This is an optimization exercise on Yosys and OpenROAD, whose aim is small area, not a production implementation. In this exercise RTL edits were held to simulation tests only and were not proved equivalent to the original.

==> yarrow <==
==> flow/design.v (excerpt) <==
module dct_1d(
    input clk,
    input rst_n,
    input enable,
    input signed [9:0] x0, input signed [9:0] x1, input signed [9:0] x2, input signed [9:0] x3,
    input signed [9:0] x4, input signed [9:0] x5, input signed [9:0] x6, input signed [9:0] x7,
    output reg signed [10:0] y0, output reg signed [10:0] y1, output reg signed [10:0] y2, output reg signed [10:0] y3,
    output reg signed [10:0] y4, output reg signed [10:0] y5, output reg signed [10:0] y6, output reg signed [10:0] y7,
    output valid
);
make LEC_CHECK=0 ABC_AREA=1 CAP_MARGIN=0 CORE_MARGIN=2 CORE_UTILIZATION=40 SLEW_MARGIN=0 SYNTH_HIERARCHICAL=1 finish   # period 6.0 ns
run.sh (not shown) runs the stock make flow with config.mk's settings and CLKGATE_MAP_FILE= SYNTH_SCRIPT=/design/flow/synth_recipe.tcl, a recipe that flattens the netlist after the stock synthesis.
==> nickel (differences from yarrow) <==
- PLACE_DENSITY: unset -> 0.8
==> violet (differences from yarrow) <==
- CAP_MARGIN: 0 -> 20
- PLACE_DENSITY: unset -> 0.8
- SLEW_MARGIN: 0 -> 20
==> impl_results.html <==
<table>
<tr><th>Metric</th><th>Value</th></tr>
<tr><th colspan="2">Outcome</th></tr>
<tr><td>Run status</td><td>no timing/DRC/antenna violations</td></tr>
<tr><th colspan="2">Placed design</th></tr>
<tr><td>Cell Count Post-Placement</td><td>around 4,300</td></tr>
<tr><td>Minimum setup slack after placement</td><td>-0.338 ns</td></tr>
<tr><th colspan="2">Timing</th></tr>
<tr><td>Final worst hold slack</td><td>just over 0.4 ns</td></tr>
<tr><td>Max Clock Skew</td><td>0.0150 ns</td></tr>
<tr><th colspan="2">GRT</th></tr>
<tr><td>Global-route track usage on met3</td><td>~7.1%</td></tr>
<tr><th colspan="2">Finish</th></tr>
<tr><td>Seq area share</td><td>9.71%</td></tr>
<tr><td>Post-route core utilization</td><td>between 40% and 50%</td></tr>
<tr><th colspan="2">Detailed routing</th></tr>
<tr><td>DRT Wirelength</td><td>92,000 µm</td></tr>
<tr><th colspan="2">Critical path</th></tr>
<tr><td>Critical path depth in cells</td><td>19</td></tr>
</table>
That was nickel.
==> impl_results.html <==
<table>
<tr><th>Metric</th><th>Value</th></tr>
<tr><th colspan="2">Critical path</th></tr>
<tr><td>Critical path depth in cells</td><td>19</td></tr>
<tr><th colspan="2">Clock network</th></tr>
<tr><td>Later-pin clock latency in the skew report</td><td>0.52 ns</td></tr>
<tr><th colspan="2">Detailed routing</th></tr>
<tr><td>DRT Wirelength</td><td>around 92,000 µm</td></tr>
<tr><th colspan="2">Placed design</th></tr>
<tr><td>Minimum setup slack after placement</td><td>-0.338 ns</td></tr>
<tr><th colspan="2">Outcome</th></tr>
<tr><td>Run status</td><td>no timing/DRC/antenna violations</td></tr>
<tr><th colspan="2">GRT</th></tr>
<tr><td>Global-route track usage on met3</td><td>between 7 and 8%</td></tr>
<tr><th colspan="2">Finish</th></tr>
<tr><td>Clk cell area share</td><td>under 10%</td></tr>
<tr><th colspan="2">Synthesis</th></tr>
<tr><td>Share of flip-flops with an asynchronous set or reset after synthesis</td><td>0%</td></tr>
<tr><th colspan="2">Timing</th></tr>
<tr><td>Final worst hold slack</td><td>roughly 0.41 ns</td></tr>
</table>
That was violet.
==> impl_results.html <==
<table>
<tr><th>Metric</th><th>Value</th></tr>
<tr><th colspan="2">Outcome</th></tr>
<tr><td>Run status</td><td>no timing/DRC/antenna violations</td></tr>
<tr><th colspan="2">Placed design</th></tr>
<tr><td>Cell Count Post-Placement</td><td>between 4,000 and 5,000</td></tr>
<tr><td>Minimum setup slack after placement</td><td>-0.266 ns</td></tr>
<tr><th colspan="2">Critical path</th></tr>
<tr><td>Type of the worst setup path</td><td>reg -&gt; reg</td></tr>
<tr><td>Critical path depth in cells</td><td>25</td></tr>
<tr><th colspan="2">Die</th></tr>
<tr><td>Rows</td><td>104</td></tr>
<tr><td>Die Ht</td><td>between 200 and 300 µm</td></tr>
<tr><th colspan="2">Synthesis</th></tr>
<tr><td>Count of cell types in the netlist</td><td>40</td></tr>
<tr><th colspan="2">GRT</th></tr>
<tr><td>Global-route track usage on met3</td><td>~6.4%</td></tr>
<tr><th colspan="2">Clock network</th></tr>
<tr><td>Post-cts repair resize count</td><td>1</td></tr>
<tr><td>Maximum clock insertion buffer count</td><td>2</td></tr>
<tr><th colspan="2">Timing</th></tr>
<tr><td>Final worst hold slack</td><td>~0.4 ns</td></tr>
<tr><th colspan="2">Finish</th></tr>
<tr><td>Post-route core utilization</td><td>~47%</td></tr>
<tr><td>Seq area share</td><td>9.67%</td></tr>
<tr><td>Proportion of cell area occupied by multi-input gates</td><td>approximately 69%</td></tr>
<tr><th colspan="2">Detailed routing</th></tr>
<tr><td>DRT Wirelength</td><td>91,100 µm</td></tr>
</table>
That was yarrow.


==> trial 87 <==
Starting RTL as in the previous note.
clock: 6.0 ns
lec_check: 0
abc_area: 1
cap_margin: 20
core_margin: 2
core_utilization: 60
place_density: 0.8
slew_margin: 20
synth_hierarchical: 1
==> build 84 (differences from trial 87) <==
CORE_UTILIZATION = 40   (was 60)
GPL_TIMING_DRIVEN = 0   (was default)
PLACE_DENSITY = default   (was 0.8)
==> key figures <==
Run status
  • Status: no timing/DRC/antenna violations

Finish
  • ClkCell Share: 1.56%

Routing
  • Uppermost layer routed: met4
  • WL final: 95600 um
  • Met1 WL: 36300 um
  • DR WL/cell: 23.7 um

STA
  • WHS: 0.415 ns

Setup path
  • CP Max Fanout: 8

Global routing
  • Pin count of the biggest net entering global routing: 19
  • Met2 GRT Util: 59.5%

Floorplanning
  • Initial core utilization: 60.5%
[end of results for trial 87]
==> key figures <==
Run status
  • Status: no timing/DRC/antenna violations

Finish
  • ClkCell Share: 1.55%

Global routing
  • Met2 GRT Util: 36.7%

Routing
  • Met1 WL: 36600 um
  • Uppermost layer routed: met5
  • WL final: 90400 um

Setup path
  • CP Max Fanout: 4

Floorplanning
  • Initial core utilization: 40.4%
[end of results for build 84]

[port drivers added, routing unchanged]
No port has a modelled driver above. Below, the same layouts with a new extraction and two added sets of constraints. Step 1 assumes that a clkbuf_16 drives the clock port and a buf_2 every other input. Step 2 times the ports against the registers' clock, not the clock port: input delays grow and output delays shrink by t, the midpoint of the rising clock arrivals with the driver on. Slacks: no drivers / after step 1 / after step 2; pairs: no drivers / after step 1.
run | t (ns) | slack for setup (ns) | cell pins on the clock port's net
yarrow | 0.565 | 0.180 / 0.180 / -0.239 | 1
nickel | 0.575 | 0.170 / 0.170 / -0.271 | 1
violet | 0.575 | 0.170 / 0.170 / -0.271 | 1
trial 87 | 0.563 | 0.159 / 0.159 / -0.215 | 1
build 84 | 0.571 | 0.065 / 0.065 / -0.350 | 1
Met with ideal ports but missed after step 2: setup timing in every run listed.
